This is an optimization exercise on Yosys and OpenROAD, whose aim is small area, a short achievable clock period and few clock cycles, not a production implementation. RTL that was checked went through simulation tests only; none was proved equivalent to the original. Power and IR drop assume default switching activity.

Design CORDIC, start of the top module:
module CORDIC #(parameter integer W = 32)
(
    input wire clk,
    input wire start,
    input wire signed [31:0] x,
    input wire signed [31:0] y,
    output wire signed [W-1:0]phi,
    output wire done
);
For scale: ~2500 cells after synthesis, ~100 flip-flops, ~99 I/O pins, ~15000 um^2 of cells after synthesis.
clock: 7.5 ns
lec_check: 0
abc_area: 1
cap_margin: 20
core_margin: 2
core_utilization: 40
setup_slack_margin: 3
slew_margin: 20
synth_hierarchical: 1
synth_minimum_keep_size: 0
run.sh (not shown) runs the stock make flow with config.mk's settings and CLKGATE_MAP_FILE= SYNTH_SCRIPT=/design/flow/synth_recipe.tcl, a recipe that flattens the netlist after the stock synthesis.
Testbench counts at the start, summed over its fixed seeds: cycles 22,400.
Then changed:
--- a/flow/config.mk
+++ b/flow/config.mk
@@ -10,5 +10,5 @@
 export CORE_MARGIN = 2
 export CORE_UTILIZATION = 40
-export SETUP_SLACK_MARGIN = 3
+export SETUP_SLACK_MARGIN = 4
 export SLEW_MARGIN = 20
 export SYNTH_HIERARCHICAL = 1
Worst setup slack gains 0.69 ns.
Cell count rises by 3.9%.
Routed wire length is higher by 14%.

* * *

## trial 21
Another version of the RTL of CORDIC (not shown whole).
Size: ~3000 cells after synthesis.
Settings: LEC_CHECK=0, ABC_AREA=1, CAP_MARGIN=20, CORE_MARGIN=2, CORE_UTILIZATION=40, SETUP_SLACK_MARGIN=4, SLEW_MARGIN=20, SYNTH_HIERARCHICAL=1, SYNTH_MINIMUM_KEEP_SIZE=0; clock period 7.5 ns.
> inputs changed (trial 21 -> build 40)
Settings: SETUP_SLACK_MARGIN: 4 -> 3.8.
The relative contribution of the clock network to total power was comparable across build 40 and trial 21. From trial 21 to build 40 the numbers moved as follows: final instance count without filler cells decreased by 31 relative to the old numbers; number of vias after detailed routing decreased by 129 relative to the old numbers; global-route wire length before repair decreased by 570 um relative to the old numbers; worst setup margin decreased by 0.23 ns relative to the old numbers.
No run of this note included a check of the RTL's function; only the layout flow was run.

* * *

## run a
CORDIC, a different RTL version from the one above (not shown whole).
For scale: roughly 99 I/O pins.
Settings: LEC_CHECK=0, ABC_AREA=1, CAP_MARGIN=20, CORE_MARGIN=2, CORE_UTILIZATION=40, SETUP_SLACK_MARGIN=4.2, SLEW_MARGIN=20, SYNTH_HIERARCHICAL=1, SYNTH_MINIMUM_KEEP_SIZE=0; clock period 7.5 ns.
## Diff of input files: run b against run a
Settings: changing SETUP_SLACK_MARGIN from 4.2 to 4.
==> results.txt <==
- Result: PASS for each of run a and run b
- Comparing run a against run b, there is no change at all in synthesized cell count.
- For run b, the worst-path cell with the longest stage delay was clkdlybuf4s50_1, unlike run a, where it was edfxtp_1.
- Worst endpoint data arrival time, run a and run b, lower one = run a.
- In run b, utilization is lower than in run a.
- Power density relative to cell area was lower in the run labelled run a.
- For switching power share of the total, run a and run b come out practically identical.
- Between run a and run b, the flow reports cell area decreasing by a few percent.
Function was not checked in any run of this note: the RTL went through the layout flow alone.

* * *

## the previous run
CORDIC, a different RTL version from the one above (not shown whole).
Size in the first run: roughly 2,900 cells after synthesis, about 99 I/O pins.
Settings: LEC_CHECK=0, ABC_AREA=1, CAP_MARGIN=20, CORE_MARGIN=2, CORE_UTILIZATION=40, PLACE_DENSITY=0.7, SETUP_SLACK_MARGIN=4.2, SLEW_MARGIN=20, SYNTH_HIERARCHICAL=1, SYNTH_MINIMUM_KEEP_SIZE=0; clock period 7.5 ns.
For the current run, these inputs were changed with respect to the previous run:
- PLACE_DENSITY removed (was 0.7)
[summary]
- Compared with the previous run, in the current run worst endpoint data arrival time shows a reduction of 0.15 ns; overall power after layout shows an increase of about 0.4%.
- The previous run → the current run: fraction of final layout cells with drive strength greater than 1 went down 0.42 points, internal cell power lost 0.94%.
- Area added between synthesis and finish was higher in the run labelled the current run.
No functional check of the RTL was part of any run of this note.

* * *

delta:
Another version of the RTL of CORDIC (not shown whole).
Size in the first run: roughly 2900 cells after synthesis, about 99 I/O pins, ~0.015 mm² of cells after synthesis.
Settings: LEC_CHECK=0, ABC_AREA=1, CAP_MARGIN=20, CORE_MARGIN=2, CORE_UTILIZATION=40, PLACE_DENSITY=0.7, SETUP_SLACK_MARGIN=4.2, SLEW_MARGIN=20, SYNTH_HIERARCHICAL=1, SYNTH_MINIMUM_KEEP_SIZE=0; clock period 7.5 ns.
delta ended with every stage complete and zero timing, DRC or antenna violations.
Testbench counts of delta, summed over its fixed seeds: cycles 22,400.
For indigo, these inputs were changed with respect to delta:
- changing CORE_UTILIZATION from 40 to 35
- removing PLACE_DENSITY (formerly 0.7)
Findings:
indigo | stages: all done | timing, DRC, antenna: all pass
Going from delta to indigo, share of power burned in the clock network went up, total length of routed wires went up by 9.4%, clock power grew by 6.7%.
Setup changes, indigo to amber
- SETUP_SLACK_MARGIN changed from 4.2 to 4
- CORE_UTILIZATION changed from 35 to 40
[summary]
NOTE: clock period minus worst slack in amber exceeds that of indigo
Compared with indigo, amber shows a detailed-router iteration count before antenna repair that is 1 lower.
indigo → amber: fraction of area in multi-input gates saw an increase, clock power -4.2%.

* * *

Starting RTL as in the previous note.
Settings: LEC_CHECK=0, ABC_AREA=1, CAP_MARGIN=20, CORE_MARGIN=2, CORE_UTILIZATION=40, SETUP_SLACK_MARGIN=4.2, SLEW_MARGIN=20, SYNTH_HIERARCHICAL=1, SYNTH_MINIMUM_KEEP_SIZE=0; clock period 7.5 ns.
Testbench counts at the start, summed over its fixed seeds: cycles 22,400.
Edit:
--- a/flow/config.mk
+++ b/flow/config.mk
@@ -11,3 +11,3 @@
 export CORE_UTILIZATION = 40
-export SETUP_SLACK_MARGIN = 4.2
+export SETUP_SLACK_MARGIN = 4.1
 export SLEW_MARGIN = 20
The new run went through all stages and came out clean.
Hold slack is worse by 0.020 ns.
Die area is unchanged.
Cell area fell slightly.
Final cell count went down slightly.
Global-route usage decreases by 0.16 points.

* * *

CORDIC again, from the RTL that the note above started with.
clock: 7.5 ns
lec_check: 0
abc_area: 1
cap_margin: 20
core_margin: 2
core_utilization: 40
setup_slack_margin: 4.15
slew_margin: 20
synth_hierarchical: 1
synth_minimum_keep_size: 0
The baseline finished clean.
Testbench counts at the start, summed over its fixed seeds: cycles 22,400.
Change:
SETUP_SLACK_MARGIN = 3.9   (was 4.15)
The changed run finished with timing, DRC and antenna clean.
Sequential share of layout area is higher by 0.36 points.
Fmax falls by 6.1%.
Power goes down by 2.0%.
Die area is unchanged.
Area after synthesis does not change.

## what the ideal ports hide
How much do the figures lean on ideal ports? The routed layouts below were timed once more, with nothing changed but the port constraints.
Step 1 (the two cells are an assumption about what drives the block):
set clk [get_ports {clk}]
set_driving_cell -lib_cell sky130_fd_sc_hd__clkbuf_16 $clk
set_driving_cell -lib_cell sky130_fd_sc_hd__buf_2 [delete_from_list [all_inputs] $clk]
Step 2 moves the port delays by t, midway between the first and last clock arrival at a register: inputs arrive t later, outputs are due t later. That takes back most of the time a late clock gives input paths.
Three values: no drivers, after step 1, after step 2; two values: the first two.
| run | shift t [ns] | slack for setup (ns) | worst setup path at the end |
|---|---|---|---|
| the first run of note 1 | 0.437 | 3.175 / 3.123 / 3.316 | register to register |
| the second run of note 1 | 0.446 | 3.863 / 3.863 / 3.863 | register to register |
| trial 21 | 0.455 | 4.092 / 4.035 / 4.251 | register to register |
| build 40 | 0.450 | 3.860 / 3.806 / 4.082 | register to register |
| run a | 0.451 | 4.273 / 4.216 / 4.091 | input to register |
| run b | 0.453 | 4.060 / 4.001 / 4.100 | input to register |
| the previous run | 0.438 | 4.123 / 4.070 / 4.325 | register to register |
| the current run | 0.441 | 4.266 / 4.212 / 4.249 | input to register |
| delta | 0.440 | 4.140 / 4.082 / 4.353 | register to register |
| indigo | 0.466 | 4.204 / 4.146 / 4.126 | input to register |
| amber | 0.443 | 4.078 / 4.027 / 3.904 | input to register |
| the first run of note 6 | 0.442 | 4.263 / 4.208 / 3.920 | input to register |
| the second run of note 6 | 0.439 | 4.173 / 4.123 / 3.898 | input to register |
| the first run of note 7 | 0.442 | 4.187 / 4.136 / 3.924 | input to register |
| the second run of note 7 | 0.442 | 3.973 / 3.921 / 3.705 | input to register |
After both steps setup and hold are still met in every run listed. For the first run of note 6, which loses most, drivers alone change the setup slack by -0.055 ns; drivers and shift together by -0.343 ns.
